Source: an optimization exercise on an open RTL-to-GDS flow (aim: small area). Production flows keep margins and buffers that such runs may drop.
Function was checked by simulation only, so behaviour that the tests miss may differ from the original.
Power and IR drop assume default switching activity.

== run 1 ==
==> flow/design.v (excerpt) <==
module top_module(
    input main_clk,
    input rst,
    input btn_up, btn_dwn,
    output [6:0] leds,
    output [1:0] segment,
    output out_pulse
);
    reg [11:0] up_d;
    reg up_s, up_o;
    wire up_diff = btn_up ^ up_s;
    wire up_lim = ~up_d[0] & ~up_d[1] & ~up_d[3] & up_d[4] & up_d[6] & ~up_d[8] & up_d[9] & up_d[10] & ~up_d[11];
    wire up_flip = up_diff & up_lim;
    wire up_sn = up_s ^ up_flip;
    always @(posedge main_clk) begin
        if (rst | up_flip) up_d <= 12'b000000000001;
        else if (up_diff) up_d <= {up_d[10:0], ~(up_d[10] ^ up_d[11])};
    end
    reg [11:0] dn_d;
    reg dn_s, dn_o;
    wire dn_diff = btn_dwn ^ dn_s;
    wire dn_lim = ~dn_d[0] & ~dn_d[1] & ~dn_d[3] & dn_d[4] & dn_d[6] & ~dn_d[8] & dn_d[9] & dn_d[10] & ~dn_d[11];
    wire dn_flip = dn_diff & dn_lim;
    wire dn_sn = dn_s ^ dn_flip;
    always @(posedge main_clk) begin
        if (rst | dn_flip) dn_d <= 12'b000000000001;
        else if (dn_diff) dn_d <= {dn_d[10:0], ~(dn_d[10] ^ dn_d[11])};
    end
    reg [3:0] pt, pu;
    reg si, sd;
    wire plus = si & ~sd;
    wire minus = sd & ~si;
    wire pu9 = (pu == 4'd9);
    wire pu0 = (pu == 4'd0);
    wire [3:0] nu = plus ? (pu9 ? 4'd0 : pu + 4'd1) : minus ? (pu0 ? 4'd9 : pu - 4'd1) : pu;
    wire [3:0] nt = (plus & pu9) ? pt + 4'd1 : (minus & pu0) ? pt - 4'd1 : pt;
    wire at_max = (nt == 4'd9) & (nu == 4'd9);
    wire at_one = (nt == 4'd0) & (nu == 4'd1);
    wire inc = up_sn & ~up_o & ~at_max;
    wire up_on = up_sn & (up_o | ~at_max);
    wire dn_lock = at_one & ~inc;
    wire dec = dn_sn & ~dn_o & ~dn_lock;
    wire dn_on = dn_sn & (dn_o | ~dn_lock);
    reg toggle;
    always @(posedge main_clk) begin
        if (rst) begin
            up_s <= 1'b0; dn_s <= 1'b0; up_o <= 1'b0; dn_o <= 1'b0;
            pt <= 4'd0; pu <= 4'd0; si <= 1'b1; sd <= 1'b0;
            toggle <= 1'b0;
        end else begin
            up_s <= up_sn; dn_s <= dn_sn; up_o <= up_on; dn_o <= dn_on;
            pt <= nt; pu <= nu; si <= inc; sd <= dec;
            toggle <= ~toggle;
        end
    end
    wire [23:0] thr;
    thr_table u_thr (.n({nt, nu}), .thr(thr));
    reg [23:0] c;
    reg pulse;
    wire [24:0] ge;      
    wire [24:0] cy;      
    wire [23:0] c1;
    assign ge[0] = 1'b1;
    assign cy[0] = 1'b1;
  ...
export LEC_CHECK = 0
export CAP_MARGIN = 0
export CELL_PAD_IN_SITES_DETAIL_PLACEMENT = 1
export CELL_PAD_IN_SITES_GLOBAL_PLACEMENT = 1
export CORE_MARGIN = 2
export CORE_UTILIZATION = 45
export GPL_TIMING_DRIVEN = 0
export PLACE_DENSITY = 0.5
export SLEW_MARGIN = 0
create_clock -name core_clock -period 80.0 [get_ports {main_clk}]
standard.sh (not shown) runs the stock make flow with config.mk's settings and CLKGATE_MAP_FILE= SYNTH_SCRIPT=/design/flow/synth_recipe.tcl, a recipe that flattens the netlist after the stock synthesis.
==> flow/flow/run.sh <==
#!/bin/bash
# Own layout flow: the standard flow (standard.sh, ORFS) with these changes:
#  - synthesis: the combinational logic is mapped by ABC with an area-oriented script
#    (flow/abc_own.script) instead of ORFS's, and Yosys's full/half-adder extraction is
#    skipped so that ABC sees all the logic; registers are mapped by the standard
#    synthesis unchanged (same cells and names);
#  - port buffers are sky130_fd_sc_hd__buf_1 (every input and output still gets one);
#  - CTS builds its tree from clkbuf_8 only and inserts no dummy loads.
# Each tool's log is in orfs/logs/; make's output is in own_flow.log.
set -euo pipefail
W=$(pwd)
cp flow/abc_own.script "$W/abc_own.script"
cat > "$W/own_synth.tcl" <<EOT
proc abc {args} {
  set i [lsearch -exact \$args -script]
  if {\$i >= 0} { set args [lreplace \$args [expr {\$i+1}] [expr {\$i+1}] $W/abc_own.script] }
  yosys abc {*}\$args
}
proc extract_fa {args} { }
source $W/synth_recipe.tcl
EOT
EXTRA="'BUFFER_PORTS_ARGS=-buffer_cell sky130_fd_sc_hd__buf_1' 'CTS_ARGS=-sink_clustering_enable -repair_clock_nets -dont_use_dummy_load -buf_list sky130_fd_sc_hd__clkbuf_8'"
sed -E "s#SYNTH_SCRIPT=[^ ]*synth_recipe.tcl'?#SYNTH_SCRIPT=$W/own_synth.tcl $EXTRA#" standard.sh > own_standard.sh
grep -q "own_synth.tcl" own_standard.sh
bash own_standard.sh > "$W/own_flow.log" 2>&1
==> flow/flow/abc_own.script <==
strash
&get -n
&deepsyn -T 600
&dch -f
&nf -R 1000
&put
topo
Ran to the end and failed final checks on capacitance limit, slew limit: run 1.
The inputs of run 2 differ from those of run 1 as listed below.
Settings: swapping 45 for 40 in CORE_UTILIZATION; swapping 0 for 10 in SLEW_MARGIN; swapping 0 for 10 in CAP_MARGIN; swapping 0.5 for 0.45 in PLACE_DENSITY.
==> flow/flow/abc_own.script <==
strash
&get -n
&deepsyn -T 300
&dch -f
&nf -R 1000
&put
topo
==> summary.txt <==
- Per the comparison of run 2 with run 1, multiplexer share of the synthesized area level; worst setup slack went up 0.084 ns.
- [compare] base=run 1 new=run 2: clock period minus final worst setup slack now sits lower; final design utilization now sits lower; maximum fanout encountered on the critical timing path now sits at about the same level; portion of the layout cell area used by clock cells now sits at about the same level.
- Run 2 ended with every stage complete and zero timing, DRC or antenna violations.
- Global-route track usage on met2: run 2 and run 1 compared, lower one is run 2
#### Input delta (run 3 over run 2)
Settings: a change of CORE_UTILIZATION from 40 to 45; a deleted PLACE_DENSITY that had been 0.45.
## What came out
- The area of all sequential standard cells on run 2 is in line with that on run 3.
- Looking at tightest hold margin, run 3 sits 0.016 ns below run 2.
- Diff run 2..run 3 | flip-flop and latch count | unchanged
- The lower met1 routed wirelength after detailed routing came out of run 3.
- Post-synthesis sequential element count essentially unchanged between run 3 and run 2.
- The die area number comes out lower for run 3 vs run 2.
- | portion of total power attributed to the clock network | run 2 vs run 3 | ≈ equal |
- Between run 2 and run 3, the fmax figures differ only marginally.

juniper:
top_module, a different RTL version from the one above (not shown whole).
Size in the first run: about 14 I/O pins.
// top_module
module top_module(
    input main_clk,
    input rst,
    input btn_up, btn_dwn,
    output [6:0] leds,
    output [1:0] segment,
    output out_pulse
);
Settings: LEC_CHECK=0, CAP_MARGIN=10, CELL_PAD_IN_SITES_DETAIL_PLACEMENT=1, CELL_PAD_IN_SITES_GLOBAL_PLACEMENT=1, CORE_MARGIN=2, CORE_UTILIZATION=40, GPL_TIMING_DRIVEN=0, PLACE_DENSITY=0.45, SLEW_MARGIN=10; clock period 80.0 ns.
==> flow/flow/run.sh <==
#!/bin/bash
# Own layout flow: the standard flow (standard.sh, ORFS) with these changes:
#  - synthesis runs sixteen times, four at a time, each mapping the combinational logic with
#    ABC's &deepsyn (random seed 1..16, flow/abc_own.script) instead of ORFS's ABC script and
#    without Yosys's full/half-adder extraction; the run with the smallest cell area is
#    kept and the layout continues from it. Registers are mapped by the standard
#    synthesis unchanged (same cells and names);
#  - port buffers are sky130_fd_sc_hd__buf_1 (every input and output still gets one);
#  - CTS builds its tree from clkbuf_4 only and inserts no dummy loads.
# Each tool's log is in orfs/logs/ (and orfs_s<seed>/logs/ for the synthesis runs);
# make's output is in own_flow.log and synth_s<seed>.log.
set -euo pipefail
W=$(pwd)
EXTRA="'BUFFER_PORTS_ARGS=-buffer_cell sky130_fd_sc_hd__buf_1' 'CTS_ARGS=-sink_clustering_enable -repair_clock_nets -dont_use_dummy_load -buf_list sky130_fd_sc_hd__clkbuf_4'"
SEEDS=$(seq 1 16)
n=0
for s in $SEEDS; do
  sed "s/@SEED@/$s/" flow/abc_own.script > "$W/abc_own_s$s.script"
  cat > "$W/own_synth_s$s.tcl" <<EOT
proc abc {args} {
  set i [lsearch -exact \$args -script]
  if {\$i >= 0} { set args [lreplace \$args [expr {\$i+1}] [expr {\$i+1}] $W/abc_own_s$s.script] }
  yosys abc {*}\$args
}
proc extract_fa {args} { }
source $W/synth_recipe.tcl
EOT
  sed -E "s#SYNTH_SCRIPT=[^ ]*synth_recipe.tcl'?#SYNTH_SCRIPT=$W/own_synth_s$s.tcl $EXTRA#; s#WORK_HOME=[^ ]*#WORK_HOME=$W/orfs_s$s#" standard.sh > "own_standard_s$s.sh"
  grep -q "own_synth_s$s.tcl" "own_standard_s$s.sh"
  (bash "own_standard_s$s.sh" synth > "$W/synth_s$s.log" 2>&1 || true) &
  n=$((n + 1))
  if (( n % 4 == 0 )); then wait; fi
done
wait
best=""; bestarea=""
for s in $SEEDS; do
  f="$W/orfs_s$s/reports/sky130hd/top_module/base/synth_stat.txt"
  [[ -f "$f" && -f "$W/orfs_s$s/results/sky130hd/top_module/base/1_synth.odb" ]] || continue
  a=$(grep -o "Chip area for module '\\\\top_module': [0-9.]*" "$f" | awk '{print $NF}')
  echo "seed $s: synthesis area $a"
  if [[ -z "$best" ]] || awk "BEGIN{exit !($a < $bestarea)}"; then best=$s; bestarea=$a; fi
done
[[ -n "$best" ]]
echo "using seed $best ($bestarea)"
rm -rf "$W/orfs"
cp -a "$W/orfs_s$best" "$W/orfs"
sed -E "s#SYNTH_SCRIPT=[^ ]*synth_recipe.tcl'?#SYNTH_SCRIPT=$W/own_synth_s$best.tcl $EXTRA#" standard.sh > own_standard.sh
grep -q "own_synth_s$best.tcl" own_standard.sh
bash own_standard.sh > "$W/own_flow.log" 2>&1
==> flow/flow/abc_own.script <==
strash
&get -n
&deepsyn -T 60 -S @SEED@
&dch -f
&nf -R 1000
&put
topo
Input-level comparison between violet and juniper:
--- a/flow/flow/run.sh
+++ b/flow/flow/run.sh
@@ -1,6 +1,6 @@
 #!/bin/bash
 # Own layout flow: the standard flow (standard.sh, ORFS) with these changes:
-#  - synthesis runs sixteen times, four at a time, each mapping the combinational logic with
-#    ABC's &deepsyn (random seed 1..16, flow/abc_own.script) instead of ORFS's ABC script and
+#  - synthesis runs four times in parallel, each mapping the combinational logic with ABC's
+#    &deepsyn (random seed 1..4, flow/abc_own.script) instead of ORFS's ABC script and
 #    without Yosys's full/half-adder extraction; the run with the smallest cell area is
 #    kept and the layout continues from it. Registers are mapped by the standard
@@ -13,7 +13,5 @@
 W=$(pwd)
 EXTRA="'BUFFER_PORTS_ARGS=-buffer_cell sky130_fd_sc_hd__buf_1' 'CTS_ARGS=-sink_clustering_enable -repair_clock_nets -dont_use_dummy_load -buf_list sky130_fd_sc_hd__clkbuf_4'"
-SEEDS=$(seq 1 16)
-n=0
-for s in $SEEDS; do
+for s in 1 2 3 4; do
   sed "s/@SEED@/$s/" flow/abc_own.script > "$W/abc_own_s$s.script"
   cat > "$W/own_synth_s$s.tcl" <<EOT
@@ -29,10 +27,8 @@
   grep -q "own_synth_s$s.tcl" "own_standard_s$s.sh"
   (bash "own_standard_s$s.sh" synth > "$W/synth_s$s.log" 2>&1 || true) &
-  n=$((n + 1))
-  if (( n % 4 == 0 )); then wait; fi
 done
 wait
 best=""; bestarea=""
-for s in $SEEDS; do
+for s in 1 2 3 4; do
   f="$W/orfs_s$s/reports/sky130hd/top_module/base/synth_stat.txt"
   [[ -f "$f" && -f "$W/orfs_s$s/results/sky130hd/top_module/base/1_synth.odb" ]] || continue
==> flow/flow/abc_own.script <==
strash
&get -n
&deepsyn -T 450 -S @SEED@
&dch -f
&nf -R 1000
&put
topo
==> comparison <==
Going from juniper to violet, worst-case setup margin in the final layout went up 0.014 ns, area after synthesis went up 1.4%, number of multi-input combinational cells +1.9%, number of standard cells after synthesis +12.
Die area for violet is higher than for juniper.
The inputs of indigo differ from those of violet as listed below.
Settings: CORE_UTILIZATION now 45, was 40; PLACE_DENSITY now 0.5, was 0.45.
--- a/flow/flow/run.sh
+++ b/flow/flow/run.sh
@@ -7,10 +7,10 @@
 #    synthesis unchanged (same cells and names);
 #  - port buffers are sky130_fd_sc_hd__buf_1 (every input and output still gets one);
-#  - CTS builds its tree from clkbuf_4 only and inserts no dummy loads.
+#  - CTS builds its tree from clkbuf_8 only and inserts no dummy loads.
 # Each tool's log is in orfs/logs/ (and orfs_s<seed>/logs/ for the synthesis runs);
 # make's output is in own_flow.log and synth_s<seed>.log.
 set -euo pipefail
 W=$(pwd)
-EXTRA="'BUFFER_PORTS_ARGS=-buffer_cell sky130_fd_sc_hd__buf_1' 'CTS_ARGS=-sink_clustering_enable -repair_clock_nets -dont_use_dummy_load -buf_list sky130_fd_sc_hd__clkbuf_4'"
+EXTRA="'BUFFER_PORTS_ARGS=-buffer_cell sky130_fd_sc_hd__buf_1' 'CTS_ARGS=-sink_clustering_enable -repair_clock_nets -dont_use_dummy_load -buf_list sky130_fd_sc_hd__clkbuf_8'"
 for s in 1 2 3 4; do
   sed "s/@SEED@/$s/" flow/abc_own.script > "$W/abc_own_s$s.script"
### Flow results
On final cycle utilization of the critical path, indigo and violet are neck and neck. indigo improves on violet in final worst-path setup slack. indigo vs. violet: final cell count went down by 13. Diff violet -> indigo: part of the total power dissipated in the clock network has increased; switching share of power has decreased.

-- separate check: timing with driven ports --
The flow's constraints put no driver on any port. The routed layouts listed below were extracted and timed again, unchanged, in two steps.
Step 1, drivers: a clkbuf_16 drives main_clk and a buf_2 each remaining input, both assumed.
Step 2 also shifts input and output timing later by t, the mid clock arrival at the registers, as if the neighbouring blocks saw the same clock.
Slacks: ideal ports / drivers / drivers and shift; pairs: ideal ports / drivers.
| run | t (ns) | setup WS [ns] | clock arrival spread, ns |
|---|---|---|---|
| run 1 | 0.365 | 61.415 / 61.380 / 61.745 | 0.022 / 0.022 |
| run 2 | 0.378 | 61.498 / 61.465 / 61.842 | 0.027 / 0.027 |
| run 3 | 0.379 | 61.458 / 61.423 / 61.801 | 0.030 / 0.029 |
| juniper | 0.439 | 61.758 / 61.724 / 62.163 | 0.045 / 0.045 |
| violet | 0.451 | 61.772 / 61.739 / 62.190 | 0.036 / 0.037 |
| indigo | 0.374 | 61.837 / 61.802 / 62.177 | 0.035 / 0.035 |
